Context: an optimization exercise on an open-source flow, tuned for small area, a short achievable clock period and few clock cycles. The choices shown serve that exercise and are no tape-out recipe. Only the layout flow was run in this run; the RTL was not checked for function there.

==> design/flow/config.mk <==
export PLATFORM = sky130hd
export DESIGN_NAME = maxfinder
export DESIGN_NICKNAME = maxfinder
export VERILOG_FILES = /design/flow/design.v
export SDC_FILE = /design/flow/constraint.sdc
export NUM_CORES = 4
export LEC_CHECK = 0
export CAP_MARGIN = 20
export CORE_MARGIN = 2
export CORE_UTILIZATION = 40
export SLEW_MARGIN = 20
export SYNTH_HIERARCHICAL = 1
export SYNTH_MINIMUM_KEEP_SIZE = 0
==> design/flow/constraint.sdc <==
create_clock -name core_clock -period 9.0 [get_ports {clk}]
set_input_delay 1.8000 -clock core_clock [delete_from_list [all_inputs] [get_ports {clk}]]
set_output_delay 1.8000 -clock core_clock [all_outputs]
set_load 0.01 [all_outputs]
==> design/flow/design.v <==
module maxfinder(clk, rst, start, x1, x2, x3, x4, eps, done, result);
input clk, start, rst;
input [4:0] x1, x2, x3, x4, eps;
output done;
output [4:0] result;
reg active;    
reg ph2;       
reg lx;        
reg [3:0] v1, v2, v3, v4;
wire signed [4:0] a1 = active ? {1'b0, v1} : x1;
wire signed [4:0] a2 = active ? {1'b0, v2} : x2;
wire signed [4:0] a3 = active ? {1'b0, v3} : x3;
wire signed [4:0] a4 = active ? {1'b0, v4} : x4;
wire [3:0] n1, n2, n3, n4;
wire signed [6:0] t1 = a2 + a3 + a4;
wire p1_1;
assign p1_1 = eps[0] & t1[0];
wire p1_2;
assign p1_2 = eps[0] & t1[1];
wire p1_3;
assign p1_3 = eps[0] & t1[2];
wire p1_4;
assign p1_4 = eps[0] & t1[3];
wire p1_5;
assign p1_5 = eps[0] & t1[4];
wire p1_6;
assign p1_6 = eps[0] & t1[5];
wire p1_7;
assign p1_7 = ~(eps[0] & t1[6]);
wire p1_8;
assign p1_8 = eps[1] & t1[0];
wire p1_9;
assign p1_9 = eps[1] & t1[1];
wire p1_10;
assign p1_10 = eps[1] & t1[2];
wire p1_11;
assign p1_11 = eps[1] & t1[3];
wire p1_12;
assign p1_12 = eps[1] & t1[4];
wire p1_13;
assign p1_13 = eps[1] & t1[5];
wire p1_14;
assign p1_14 = ~(eps[1] & t1[6]);
wire p1_15;
assign p1_15 = eps[2] & t1[0];
wire p1_16;
assign p1_16 = eps[2] & t1[1];
wire p1_17;
assign p1_17 = eps[2] & t1[2];
wire p1_18;
assign p1_18 = eps[2] & t1[3];
wire p1_19;
assign p1_19 = eps[2] & t1[4];
wire p1_20;
assign p1_20 = eps[2] & t1[5];
wire p1_21;
assign p1_21 = ~(eps[2] & t1[6]);
wire p1_22;
assign p1_22 = eps[3] & t1[0];
wire p1_23;
assign p1_23 = eps[3] & t1[1];
wire p1_24;
assign p1_24 = eps[3] & t1[2];
wire p1_25;
assign p1_25 = eps[3] & t1[3];
wire p1_26;
assign p1_26 = eps[3] & t1[4];
wire p1_27;
assign p1_27 = eps[3] & t1[5];
wire p1_28;
assign p1_28 = ~(eps[3] & t1[6]);
wire [10:0] e1 = {{3{a1[4]}}, a1, 3'b000} + 11'd80;
wire s1_s29;
wire s1_c30;
mf_ha s1_h30 (e1[3], p1_4, s1_s29, s1_c30);
wire s1_s31;
wire s1_c32;
mf_fa s1_f32 (e1[4], ~t1[0], p1_5, s1_s31, s1_c32);
wire s1_s33;
wire s1_c34;
mf_ha s1_h34 (p1_11, p1_17, s1_s33, s1_c34);
wire s1_s35;
wire s1_c36;
mf_fa s1_f36 (e1[5], ~t1[1], p1_6, s1_s35, s1_c36);
wire s1_s37;
wire s1_c38;
mf_fa s1_f38 (p1_12, p1_18, p1_24, s1_s37, s1_c38);
wire s1_s39;
wire s1_c40;
mf_fa s1_f40 (e1[6], ~t1[2], p1_7, s1_s39, s1_c40);
wire s1_s41;
wire s1_c42;
mf_fa s1_f42 (p1_13, p1_19, p1_25, s1_s41, s1_c42);
wire s1_s43;
wire s1_c44;
mf_fa s1_f44 (e1[7], ~t1[3], p1_14, s1_s43, s1_c44);
wire s1_s45;
wire s1_c46;
mf_ha s1_h46 (p1_20, p1_26, s1_s45, s1_c46);
wire s1_s47;
wire s1_c48;
mf_fa s1_f48 (e1[8], ~t1[4], p1_21, s1_s47, s1_c48);
wire s1_s49;
wire s1_c50;
mf_ha s1_h50 (p1_10, p1_16, s1_s49, s1_c50);
wire s1_s51;
wire s1_c52;
mf_fa s1_f52 (p1_23, s1_c30, s1_s31, s1_s51, s1_c52);
wire s1_s53;
wire s1_c54;
mf_fa s1_f54 (s1_c32, s1_c34, s1_s35, s1_s53, s1_c54);
wire s1_s55;
wire s1_c56;
mf_fa s1_f56 (s1_c36, s1_c38, s1_s39, s1_s55, s1_c56);
wire s1_s57;
wire s1_c58;
mf_fa s1_f58 (s1_c40, s1_c42, s1_s43, s1_s57, s1_c58);
wire s1_s59;
wire s1_c60;
mf_fa s1_f60 (p1_27, s1_c44, s1_c46, s1_s59, s1_c60);
wire s1_s61;
wire s1_c62;
mf_fa s1_f62 (e1[9], ~t1[5], p1_28, s1_s61, s1_c62);
wire s1_s63;
wire s1_c64;
mf_ha s1_h64 (p1_3, p1_9, s1_s63, s1_c64);
wire s1_s65;
wire s1_c66;
mf_fa s1_f66 (p1_22, s1_s29, s1_s49, s1_s65, s1_c66);
wire s1_s67;
wire s1_c68;
mf_fa s1_f68 (s1_s33, s1_c50, s1_s51, s1_s67, s1_c68);
wire s1_s69;
wire s1_c70;
mf_fa s1_f70 (s1_s37, s1_c52, s1_s53, s1_s69, s1_c70);
wire s1_s71;
wire s1_c72;
mf_fa s1_f72 (s1_s41, s1_c54, s1_s55, s1_s71, s1_c72);
wire s1_s73;
wire s1_c74;
mf_fa s1_f74 (s1_s45, s1_c56, s1_s57, s1_s73, s1_c74);
wire s1_s75;
wire s1_c76;
mf_fa s1_f76 (s1_s47, s1_c58, s1_s59, s1_s75, s1_c76);
wire s1_s77;
wire s1_c78;
mf_fa s1_f78 (s1_c48, s1_c60, s1_s61, s1_s77, s1_c78);
wire s1_s79;
wire s1_c80;
mf_fa s1_f80 (e1[10], t1[6], s1_c62, s1_s79, s1_c80);
wire [10:0] s1_ = {s1_c78, s1_c76, s1_c74, s1_c72, s1_c70, s1_c68, s1_c66, s1_c64, p1_15, p1_2, p1_1} + {s1_s79, s1_s77, s1_s75, s1_s73, s1_s71, s1_s69, s1_s67, s1_s65, s1_s63, p1_8, 1'b0};
assign n1 = s1_[10] ? 4'd0 : s1_[6:3];
wire signed [6:0] t2 = a1 + a3 + a4;
wire p2_81;
assign p2_81 = eps[0] & t2[0];
wire p2_82;
assign p2_82 = eps[0] & t2[1];
wire p2_83;
assign p2_83 = eps[0] & t2[2];
wire p2_84;
assign p2_84 = eps[0] & t2[3];
wire p2_85;
assign p2_85 = eps[0] & t2[4];
wire p2_86;
assign p2_86 = eps[0] & t2[5];
wire p2_87;
assign p2_87 = ~(eps[0] & t2[6]);
wire p2_88;
assign p2_88 = eps[1] & t2[0];
wire p2_89;
assign p2_89 = eps[1] & t2[1];
wire p2_90;
assign p2_90 = eps[1] & t2[2];
wire p2_91;
assign p2_91 = eps[1] & t2[3];
wire p2_92;
assign p2_92 = eps[1] & t2[4];
wire p2_93;
assign p2_93 = eps[1] & t2[5];
wire p2_94;
assign p2_94 = ~(eps[1] & t2[6]);
wire p2_95;
assign p2_95 = eps[2] & t2[0];
wire p2_96;
assign p2_96 = eps[2] & t2[1];
wire p2_97;
assign p2_97 = eps[2] & t2[2];
wire p2_98;
assign p2_98 = eps[2] & t2[3];
wire p2_99;
assign p2_99 = eps[2] & t2[4];
wire p2_100;
assign p2_100 = eps[2] & t2[5];
wire p2_101;
assign p2_101 = ~(eps[2] & t2[6]);
wire p2_102;
assign p2_102 = eps[3] & t2[0];
wire p2_103;
assign p2_103 = eps[3] & t2[1];
wire p2_104;
assign p2_104 = eps[3] & t2[2];
wire p2_105;
assign p2_105 = eps[3] & t2[3];
wire p2_106;
assign p2_106 = eps[3] & t2[4];
wire p2_107;
assign p2_107 = eps[3] & t2[5];
wire p2_108;
assign p2_108 = ~(eps[3] & t2[6]);
wire [10:0] e2 = {{3{a2[4]}}, a2, 3'b000} + 11'd80;
wire s2_s109;
wire s2_c110;
mf_ha s2_h110 (e2[3], p2_84, s2_s109, s2_c110);
wire s2_s111;
wire s2_c112;
mf_fa s2_f112 (e2[4], ~t2[0], p2_85, s2_s111, s2_c112);
wire s2_s113;
wire s2_c114;
mf_ha s2_h114 (p2_91, p2_97, s2_s113, s2_c114);
wire s2_s115;
wire s2_c116;
mf_fa s2_f116 (e2[5], ~t2[1], p2_86, s2_s115, s2_c116);
wire s2_s117;
wire s2_c118;
mf_fa s2_f118 (p2_92, p2_98, p2_104, s2_s117, s2_c118);
wire s2_s119;
wire s2_c120;
mf_fa s2_f120 (e2[6], ~t2[2], p2_87, s2_s119, s2_c120);
wire s2_s121;
wire s2_c122;
mf_fa s2_f122 (p2_93, p2_99, p2_105, s2_s121, s2_c122);
wire s2_s123;
wire s2_c124;
mf_fa s2_f124 (e2[7], ~t2[3], p2_94, s2_s123, s2_c124);
wire s2_s125;
wire s2_c126;
mf_ha s2_h126 (p2_100, p2_106, s2_s125, s2_c126);
wire s2_s127;
wire s2_c128;
mf_fa s2_f128 (e2[8], ~t2[4], p2_101, s2_s127, s2_c128);
wire s2_s129;
wire s2_c130;
mf_ha s2_h130 (p2_90, p2_96, s2_s129, s2_c130);
wire s2_s131;
wire s2_c132;
mf_fa s2_f132 (p2_103, s2_c110, s2_s111, s2_s131, s2_c132);
wire s2_s133;
wire s2_c134;
mf_fa s2_f134 (s2_c112, s2_c114, s2_s115, s2_s133, s2_c134);
wire s2_s135;
wire s2_c136;
mf_fa s2_f136 (s2_c116, s2_c118, s2_s119, s2_s135, s2_c136);
wire s2_s137;
wire s2_c138;
mf_fa s2_f138 (s2_c120, s2_c122, s2_s123, s2_s137, s2_c138);
wire s2_s139;
wire s2_c140;
mf_fa s2_f140 (p2_107, s2_c124, s2_c126, s2_s139, s2_c140);
wire s2_s141;
wire s2_c142;
mf_fa s2_f142 (e2[9], ~t2[5], p2_108, s2_s141, s2_c142);
wire s2_s143;
wire s2_c144;
mf_ha s2_h144 (p2_83, p2_89, s2_s143, s2_c144);
wire s2_s145;
wire s2_c146;
mf_fa s2_f146 (p2_102, s2_s109, s2_s129, s2_s145, s2_c146);
wire s2_s147;
wire s2_c148;
mf_fa s2_f148 (s2_s113, s2_c130, s2_s131, s2_s147, s2_c148);
wire s2_s149;
wire s2_c150;
mf_fa s2_f150 (s2_s117, s2_c132, s2_s133, s2_s149, s2_c150);
wire s2_s151;
wire s2_c152;
mf_fa s2_f152 (s2_s121, s2_c134, s2_s135, s2_s151, s2_c152);
wire s2_s153;
wire s2_c154;
mf_fa s2_f154 (s2_s125, s2_c136, s2_s137, s2_s153, s2_c154);
wire s2_s155;
wire s2_c156;
mf_fa s2_f156 (s2_s127, s2_c138, s2_s139, s2_s155, s2_c156);
wire s2_s157;
wire s2_c158;
mf_fa s2_f158 (s2_c128, s2_c140, s2_s141, s2_s157, s2_c158);
wire s2_s159;
wire s2_c160;
mf_fa s2_f160 (e2[10], t2[6], s2_c142, s2_s159, s2_c160);
wire [10:0] s2_ = {s2_c158, s2_c156, s2_c154, s2_c152, s2_c150, s2_c148, s2_c146, s2_c144, p2_95, p2_82, p2_81} + {s2_s159, s2_s157, s2_s155, s2_s153, s2_s151, s2_s149, s2_s147, s2_s145, s2_s143, p2_88, 1'b0};
assign n2 = s2_[10] ? 4'd0 : s2_[6:3];
wire signed [6:0] t3 = a1 + a2 + a4;
wire p3_161;
assign p3_161 = eps[0] & t3[0];
wire p3_162;
assign p3_162 = eps[0] & t3[1];
wire p3_163;
assign p3_163 = eps[0] & t3[2];
wire p3_164;
assign p3_164 = eps[0] & t3[3];
wire p3_165;
assign p3_165 = eps[0] & t3[4];
wire p3_166;
assign p3_166 = eps[0] & t3[5];
wire p3_167;
assign p3_167 = ~(eps[0] & t3[6]);
wire p3_168;
assign p3_168 = eps[1] & t3[0];
wire p3_169;
assign p3_169 = eps[1] & t3[1];
wire p3_170;
assign p3_170 = eps[1] & t3[2];
wire p3_171;
assign p3_171 = eps[1] & t3[3];
wire p3_172;
assign p3_172 = eps[1] & t3[4];
wire p3_173;
assign p3_173 = eps[1] & t3[5];
wire p3_174;
assign p3_174 = ~(eps[1] & t3[6]);
wire p3_175;
assign p3_175 = eps[2] & t3[0];
wire p3_176;
assign p3_176 = eps[2] & t3[1];
wire p3_177;
assign p3_177 = eps[2] & t3[2];
wire p3_178;
assign p3_178 = eps[2] & t3[3];
wire p3_179;
assign p3_179 = eps[2] & t3[4];
wire p3_180;
assign p3_180 = eps[2] & t3[5];
wire p3_181;
assign p3_181 = ~(eps[2] & t3[6]);
wire p3_182;
assign p3_182 = eps[3] & t3[0];
wire p3_183;
assign p3_183 = eps[3] & t3[1];
wire p3_184;
assign p3_184 = eps[3] & t3[2];
wire p3_185;
assign p3_185 = eps[3] & t3[3];
wire p3_186;
assign p3_186 = eps[3] & t3[4];
wire p3_187;
assign p3_187 = eps[3] & t3[5];
wire p3_188;
assign p3_188 = ~(eps[3] & t3[6]);
wire [10:0] e3 = {{3{a3[4]}}, a3, 3'b000} + 11'd80;
wire s3_s189;
wire s3_c190;
mf_ha s3_h190 (e3[3], p3_164, s3_s189, s3_c190);
wire s3_s191;
wire s3_c192;
mf_fa s3_f192 (e3[4], ~t3[0], p3_165, s3_s191, s3_c192);
wire s3_s193;
wire s3_c194;
mf_ha s3_h194 (p3_171, p3_177, s3_s193, s3_c194);
wire s3_s195;
wire s3_c196;
mf_fa s3_f196 (e3[5], ~t3[1], p3_166, s3_s195, s3_c196);
wire s3_s197;
wire s3_c198;
mf_fa s3_f198 (p3_172, p3_178, p3_184, s3_s197, s3_c198);
wire s3_s199;
wire s3_c200;
mf_fa s3_f200 (e3[6], ~t3[2], p3_167, s3_s199, s3_c200);
wire s3_s201;
wire s3_c202;
mf_fa s3_f202 (p3_173, p3_179, p3_185, s3_s201, s3_c202);
wire s3_s203;
wire s3_c204;
mf_fa s3_f204 (e3[7], ~t3[3], p3_174, s3_s203, s3_c204);
wire s3_s205;
wire s3_c206;
mf_ha s3_h206 (p3_180, p3_186, s3_s205, s3_c206);
wire s3_s207;
wire s3_c208;
mf_fa s3_f208 (e3[8], ~t3[4], p3_181, s3_s207, s3_c208);
wire s3_s209;
wire s3_c210;
mf_ha s3_h210 (p3_170, p3_176, s3_s209, s3_c210);
wire s3_s211;
wire s3_c212;
mf_fa s3_f212 (p3_183, s3_c190, s3_s191, s3_s211, s3_c212);
wire s3_s213;
wire s3_c214;
mf_fa s3_f214 (s3_c192, s3_c194, s3_s195, s3_s213, s3_c214);
wire s3_s215;
wire s3_c216;
mf_fa s3_f216 (s3_c196, s3_c198, s3_s199, s3_s215, s3_c216);
wire s3_s217;
wire s3_c218;
mf_fa s3_f218 (s3_c200, s3_c202, s3_s203, s3_s217, s3_c218);
wire s3_s219;
wire s3_c220;
mf_fa s3_f220 (p3_187, s3_c204, s3_c206, s3_s219, s3_c220);
wire s3_s221;
wire s3_c222;
mf_fa s3_f222 (e3[9], ~t3[5], p3_188, s3_s221, s3_c222);
wire s3_s223;
wire s3_c224;
mf_ha s3_h224 (p3_163, p3_169, s3_s223, s3_c224);
wire s3_s225;
wire s3_c226;
mf_fa s3_f226 (p3_182, s3_s189, s3_s209, s3_s225, s3_c226);
wire s3_s227;
wire s3_c228;
mf_fa s3_f228 (s3_s193, s3_c210, s3_s211, s3_s227, s3_c228);
wire s3_s229;
wire s3_c230;
mf_fa s3_f230 (s3_s197, s3_c212, s3_s213, s3_s229, s3_c230);
wire s3_s231;
wire s3_c232;
mf_fa s3_f232 (s3_s201, s3_c214, s3_s215, s3_s231, s3_c232);
wire s3_s233;
wire s3_c234;
mf_fa s3_f234 (s3_s205, s3_c216, s3_s217, s3_s233, s3_c234);
wire s3_s235;
wire s3_c236;
mf_fa s3_f236 (s3_s207, s3_c218, s3_s219, s3_s235, s3_c236);
wire s3_s237;
wire s3_c238;
mf_fa s3_f238 (s3_c208, s3_c220, s3_s221, s3_s237, s3_c238);
wire s3_s239;
wire s3_c240;
mf_fa s3_f240 (e3[10], t3[6], s3_c222, s3_s239, s3_c240);
wire [10:0] s3_ = {s3_c238, s3_c236, s3_c234, s3_c232, s3_c230, s3_c228, s3_c226, s3_c224, p3_175, p3_162, p3_161} + {s3_s239, s3_s237, s3_s235, s3_s233, s3_s231, s3_s229, s3_s227, s3_s225, s3_s223, p3_168, 1'b0};
assign n3 = s3_[10] ? 4'd0 : s3_[6:3];
wire signed [6:0] t4 = a1 + a2 + a3;
wire p4_241;
assign p4_241 = eps[0] & t4[0];
wire p4_242;
assign p4_242 = eps[0] & t4[1];
wire p4_243;
assign p4_243 = eps[0] & t4[2];
wire p4_244;
assign p4_244 = eps[0] & t4[3];
wire p4_245;
assign p4_245 = eps[0] & t4[4];
wire p4_246;
assign p4_246 = eps[0] & t4[5];
wire p4_247;
assign p4_247 = ~(eps[0] & t4[6]);
wire p4_248;
assign p4_248 = eps[1] & t4[0];
wire p4_249;
assign p4_249 = eps[1] & t4[1];
wire p4_250;
assign p4_250 = eps[1] & t4[2];
wire p4_251;
assign p4_251 = eps[1] & t4[3];
wire p4_252;
assign p4_252 = eps[1] & t4[4];
wire p4_253;
assign p4_253 = eps[1] & t4[5];
wire p4_254;
assign p4_254 = ~(eps[1] & t4[6]);
wire p4_255;
assign p4_255 = eps[2] & t4[0];
wire p4_256;
assign p4_256 = eps[2] & t4[1];
wire p4_257;
assign p4_257 = eps[2] & t4[2];
wire p4_258;
assign p4_258 = eps[2] & t4[3];
wire p4_259;
assign p4_259 = eps[2] & t4[4];
wire p4_260;
assign p4_260 = eps[2] & t4[5];
wire p4_261;
assign p4_261 = ~(eps[2] & t4[6]);
wire p4_262;
assign p4_262 = eps[3] & t4[0];
wire p4_263;
assign p4_263 = eps[3] & t4[1];
wire p4_264;
assign p4_264 = eps[3] & t4[2];
wire p4_265;
assign p4_265 = eps[3] & t4[3];
wire p4_266;
assign p4_266 = eps[3] & t4[4];
wire p4_267;
assign p4_267 = eps[3] & t4[5];
wire p4_268;
assign p4_268 = ~(eps[3] & t4[6]);
wire [10:0] e4 = {{3{a4[4]}}, a4, 3'b000} + 11'd80;
wire s4_s269;
wire s4_c270;
mf_ha s4_h270 (e4[3], p4_244, s4_s269, s4_c270);
wire s4_s271;
wire s4_c272;
mf_fa s4_f272 (e4[4], ~t4[0], p4_245, s4_s271, s4_c272);
wire s4_s273;
wire s4_c274;
mf_ha s4_h274 (p4_251, p4_257, s4_s273, s4_c274);
wire s4_s275;
wire s4_c276;
mf_fa s4_f276 (e4[5], ~t4[1], p4_246, s4_s275, s4_c276);
wire s4_s277;
wire s4_c278;
mf_fa s4_f278 (p4_252, p4_258, p4_264, s4_s277, s4_c278);
wire s4_s279;
wire s4_c280;
mf_fa s4_f280 (e4[6], ~t4[2], p4_247, s4_s279, s4_c280);
wire s4_s281;
wire s4_c282;
mf_fa s4_f282 (p4_253, p4_259, p4_265, s4_s281, s4_c282);
wire s4_s283;
wire s4_c284;
mf_fa s4_f284 (e4[7], ~t4[3], p4_254, s4_s283, s4_c284);
wire s4_s285;
wire s4_c286;
mf_ha s4_h286 (p4_260, p4_266, s4_s285, s4_c286);
wire s4_s287;
wire s4_c288;
mf_fa s4_f288 (e4[8], ~t4[4], p4_261, s4_s287, s4_c288);
wire s4_s289;
wire s4_c290;
mf_ha s4_h290 (p4_250, p4_256, s4_s289, s4_c290);
wire s4_s291;
wire s4_c292;
mf_fa s4_f292 (p4_263, s4_c270, s4_s271, s4_s291, s4_c292);
wire s4_s293;
wire s4_c294;
mf_fa s4_f294 (s4_c272, s4_c274, s4_s275, s4_s293, s4_c294);
wire s4_s295;
wire s4_c296;
mf_fa s4_f296 (s4_c276, s4_c278, s4_s279, s4_s295, s4_c296);
wire s4_s297;
wire s4_c298;
mf_fa s4_f298 (s4_c280, s4_c282, s4_s283, s4_s297, s4_c298);
wire s4_s299;
wire s4_c300;
mf_fa s4_f300 (p4_267, s4_c284, s4_c286, s4_s299, s4_c300);
wire s4_s301;
wire s4_c302;
mf_fa s4_f302 (e4[9], ~t4[5], p4_268, s4_s301, s4_c302);
wire s4_s303;
wire s4_c304;
mf_ha s4_h304 (p4_243, p4_249, s4_s303, s4_c304);
wire s4_s305;
wire s4_c306;
mf_fa s4_f306 (p4_262, s4_s269, s4_s289, s4_s305, s4_c306);
wire s4_s307;
wire s4_c308;
mf_fa s4_f308 (s4_s273, s4_c290, s4_s291, s4_s307, s4_c308);
wire s4_s309;
wire s4_c310;
mf_fa s4_f310 (s4_s277, s4_c292, s4_s293, s4_s309, s4_c310);
wire s4_s311;
wire s4_c312;
mf_fa s4_f312 (s4_s281, s4_c294, s4_s295, s4_s311, s4_c312);
wire s4_s313;
wire s4_c314;
mf_fa s4_f314 (s4_s285, s4_c296, s4_s297, s4_s313, s4_c314);
wire s4_s315;
wire s4_c316;
mf_fa s4_f316 (s4_s287, s4_c298, s4_s299, s4_s315, s4_c316);
wire s4_s317;
wire s4_c318;
mf_fa s4_f318 (s4_c288, s4_c300, s4_s301, s4_s317, s4_c318);
wire s4_s319;
wire s4_c320;
mf_fa s4_f320 (e4[10], t4[6], s4_c302, s4_s319, s4_c320);
wire [10:0] s4_ = {s4_c318, s4_c316, s4_c314, s4_c312, s4_c310, s4_c308, s4_c306, s4_c304, p4_255, p4_242, p4_241} + {s4_s319, s4_s317, s4_s315, s4_s313, s4_s311, s4_s309, s4_s307, s4_s305, s4_s303, p4_248, 1'b0};
assign n4 = s4_[10] ? 4'd0 : s4_[6:3];
function lt2(input f1, f2, f3, f4);
    lt2 = !((f1 & (f2 | f3 | f4)) | (f2 & (f3 | f4)) | (f3 & f4));
endfunction
wire z1 = |v1, z2 = |v2, z3 = |v3, z4 = |v4;
wire g12 = v1 > v2, e12 = v1 == v2;
wire g34 = v3 > v4, e34 = v3 == v4;
wire [3:0] w12 = g12 ? v1 : v2;
wire [3:0] w34 = g34 ? v3 : v4;
wire gf = w12 > w34, ef = w12 == w34;
wire [3:0] vmax = gf ? w12 : w34;
wire u1 = gf & g12;
wire u2 = gf & !g12 & !e12;
wire u3 = !gf & !ef & g34;
wire u4 = !gf & !ef & !g34 & !e34;
wire uniq = u1 | u2 | u3 | u4;
wire [5:0] sv = v1 + v2 + v3 + v4;
wire known = eps[3] & (!uniq | ({vmax, 1'b0} > sv));
wire k1 = lx ? z1 : u1;
wire k2 = lx ? z2 : u2;
wire k3 = lx ? z3 : u3;
wire k4 = lx ? z4 : u4;
assign done = active & (ph2 | lx | known | lt2(z1, z2, z3, z4));
assign result = ({5{k1}} & x1) | ({5{k2}} & x2) | ({5{k3}} & x3) | ({5{k4}} & x4);
always @(posedge clk) begin
    v1 <= n1; v2 <= n2; v3 <= n3; v4 <= n4;
    lx <= !active & lt2(|a1, |a2, |a3, |a4);
    if (rst) begin
        active <= 1'b0;
        ph2 <= 1'b0;
    end else begin
        active <= active ? !done : start;
        ph2 <= active & !done;
    end
end
endmodule
module mf_fa(input a, b, c, output s, co);
assign s = a ^ b ^ c;
assign co = (a & b) | (a & c) | (b & c);
endmodule
module mf_ha(input a, b, output s, co);
assign s = a ^ b;
assign co = a & b;
endmodule
==> design/flow/flow/run.sh <==
#!/bin/bash
export BUFFER_PORTS_ARGS="-buffer_cell sky130_fd_sc_hd__buf_2"
cp standard.sh standard_copy.sh.txt
bash standard.sh > standard.log 2>&1
==> design/flow/standard.sh <==
#!/bin/bash
# synth_recipe.tcl (not shown) runs the flow's synth.tcl, then flattens the netlist and writes it again
# the make line also repeats each setting of config.mk as NAME=value (left out here)
make -C /OpenROAD-flow-scripts/flow DESIGN_CONFIG=/design/flow/config.mk WORK_HOME=/design/flow/orfs CLKGATE_MAP_FILE= SYNTH_SCRIPT=/design/flow/synth_recipe.tcl "${@:-finish}"
==> results.cfg <==
[worst_hold_path]
holdPathStages = 3
hp-class = reg2reg

[floorplan]
ioPinCount = 34
die_h_microns = 135
core_area_sq_um = 16600
initial_core_util_pct = 41.1
die_x_microns = 135
fp-row-count = 47
die_area_sq_um = 18200

[sta]
finalSetupTns_ns = 0
finalHoldViolations = 0
tightest_slew_ns = 1.07
rsz0062_at_grt = false
setup_viol = 0
slew_headroom_pct = 28.9
fin_crit_ns = 7.41
report.final.slew_viol_count = 0
clock-skew-final_ns = 0.00221
fin_crit_sh_pct = 82.4
max_freq_mhz = 135

[route]
drt_first_pass_iters = 5
wl_per_cell_microns = 16.5
first_iter_violations = 265
via_per_inst = 5.31
drc_errors = 0
antenna_left = 0
vias = 5133
routed_wl_microns = 16000

[grt]
antenna_found_initial = 0
grt_pass1_wl_microns = 27300
grt.total_usage_pct = 18.7
grt_max_degree = 32
grt_pass1_vias = 5302
grt-ovfl-total = 0

[clock_tree]
clock-root-buffer = clkbuf_16
clkSlewWorstSetupHoldPaths_ns = 0.05
cts_setup_buffers = 0
clk_latency_ns = 0.25
cts-buffers-inserted = 3
ctsLongestPathBuffers = 2
cts_resized = 0
cts_tree = built
cts_sinks = 19
hold_buffers = 0
cts_htree_levels = 1

[placed_design]
portBuffers = 32
place_congestion = 0.824
hpwl_microns = 13400

[final_layout]
fillers = 1648
area_delta_synth_final_pct = 6.43
num_antenna_cells = 0
nets = 987
final_layout_size_suffix_gt1_share_pct = 7.36
fin_util_pct = 43.8

[logic_synthesis]
synthFlopType = dfxtp_1
synth-seq-cells = 19
synth_fp_nets = 965
netlist_instances = 726
synth_area_sq_um = 6850
yosys.area.top_type = fa_1
synth_top_cell_area_share_pct = 31.3
postSynthAreaPerCell_sq_um = 9.43
yosys.cell_types.count = 51
synth-edff-count = 0
async_flop_share_pct = 0
yosysSeqAreaShare_pct = 5.56
synth.area.top_cells = fa_1, ha_1, and2_1
yosys_warnings = 7

[worst_setup_path]
slowest_delay_ns = 0.57
r2r_cells = 22
cp.required_ns = 9.18
worst_path_max_delay_cell = fa_1
cp-end-kind = register
path_cells = buf_2 > mux2i_1 > inv_1 > ha_1 > a21o_1 > a21oi_1 > xnor2_1 > ha_1 > inv_1 > o21bai_1 > a2111oi_0 > a21o_1 > nand2_1 > fa_1 > fa_1 > fa_1 > ha_1 > a21oi_1 > nor2_1 > a211oi_1 > o21ai_1 > xnor2_1 > and2_1
path_class = in2reg
critical_path.max_fanout = 5
cp-start-kind = input port
worstPathArrival_ns = 7.59

[job]
maxCapViolCount = 0

[outcome]
status = complete, no violations
[routing by layer]
| layer | vias up | global-route usage (%) | part of all wire, % |
|---|---|---|---|
| li1 | 2504 | - | - |
| met1 | 2484 | 27.5 | 48 |
| met2 | 127 | 30.3 | 47 |
| met3 | 18 | 1.20 | 3.9 |
| met4 | 0 | 4.21 | 1.6 |
| met5 | - | 0 | 0 |
[layout make-up]
cell class                 instances  area [sq um]  area share [%]
multi-input combinational        630          6150            84.4
inverter                          60           225            3.09
sequential                        19           380            5.22
clock buffer                       4          78.8            1.08
timing repair buffer              34           175            2.40
tap                              220           275            3.78
[modules after synthesis (local to each module, per instance)]
module,area [sq um],flip-flops and latches,cells
mf_ha,12.5,0,1
mf_fa,20.0,0,1
maxfinder,4910,19,622
[worst max-delay path: cells and delay by family]
kind,cells,cell delay (ns)
adders and majority gates,6,2.37
AOI/OAI and AO/OA,8,1.65
xor gates and xnor gates,2,0.55
buffers and inverters,3,0.45
and+or+nand+nor,3,0.41
muxes,1,0.37
[synthesized netlist by cell type (15+ instances only)]
cell	n
nor2b_1	15
fa_1	107
inv_1	60
and2_1	91
a21oi_1	38
nor2_1	28
xor2_1	20
nand2_1	40
nand3_1	19
ha_1	104
dfxtp_1	19
xnor2_1	28
[worst paths after layout]
kind	end	start	slack (ns)
max	v3[3]	x1[1]	1.59
min	ph2	ph2	0.65
max reg2reg	v3[3]	active	2.06
min reg2reg	ph2	ph2	0.65
[cell families after synthesis]
kind of cell / synth area share [%]
compound gates: 9.61
xor+xnor: 6.14
fa+ha+maj: 50.4
buf+inv: 4.59
flops: 5.56
mux: 3.86
simple gates: 19.8
[flip-flops by register name (all words and copies together) (netlist names)]
register and flops:
active 1, lx 1, ph2 1, v1 4, v2 4, v3 4
v4 4
[cell usage in the layout (no fill, tap or decap), types with 4 or more instances in the layout]
master	instances
a21o_1	12
o211ai_1	6
xor2_1	20
a22oi_1	5
nand2_1	40
and4_1	4
nor2_1	28
inv_1	60
o21bai_1	5
buf_2	32
nand3_1	19
a21oi_1	38
a211oi_1	5
fa_1	107
nor3_1	4
and2_1	91
o21ai_0	13
xnor2_1	28
mux2_2	11
nor3b_1	5
dfxtp_1	19
mux2i_1	14
ha_1	104
o21ai_1	9
nand4_1	9
nor2b_1	15
[stage by stage]
stage	cell area (sq um)	setup slack [ns]	instances	hold slack (ns)
2_1_floorplan	6850	2.29	726	0.594
3_3_place_gp	7210	1.45	963	0.641
3_5_place_dp	7210	1.34	963	0.630
4_1_cts	7290	1.60	967	0.646
5_1_grt	7290	1.17	967	0.682
6_report	7290	1.59	967	0.646

-- static timing again, ports no longer ideal --
No port has a modelled driver above. Below, the same layout with a new extraction and two added sets of constraints.
Step 1, drivers: a clkbuf_16 drives clk and a buf_2 each remaining input, both assumed.
Step 2 moves the port delays by t, midway between the first and last clock arrival at a register: inputs arrive t later, outputs are due t later. That takes back most of the time a late clock gives input paths.
Three values: no drivers, after step 1, after step 2; two values: the first two.
t (ns): 0.288
setup WS [ns]: 1.586 / 1.596 / 1.308
worst slew at a driven data input, ns: 0.04
After both steps setup and hold are still met in this run. For this run, drivers alone change the setup slack by +0.010 ns; drivers and shift together by -0.278 ns.
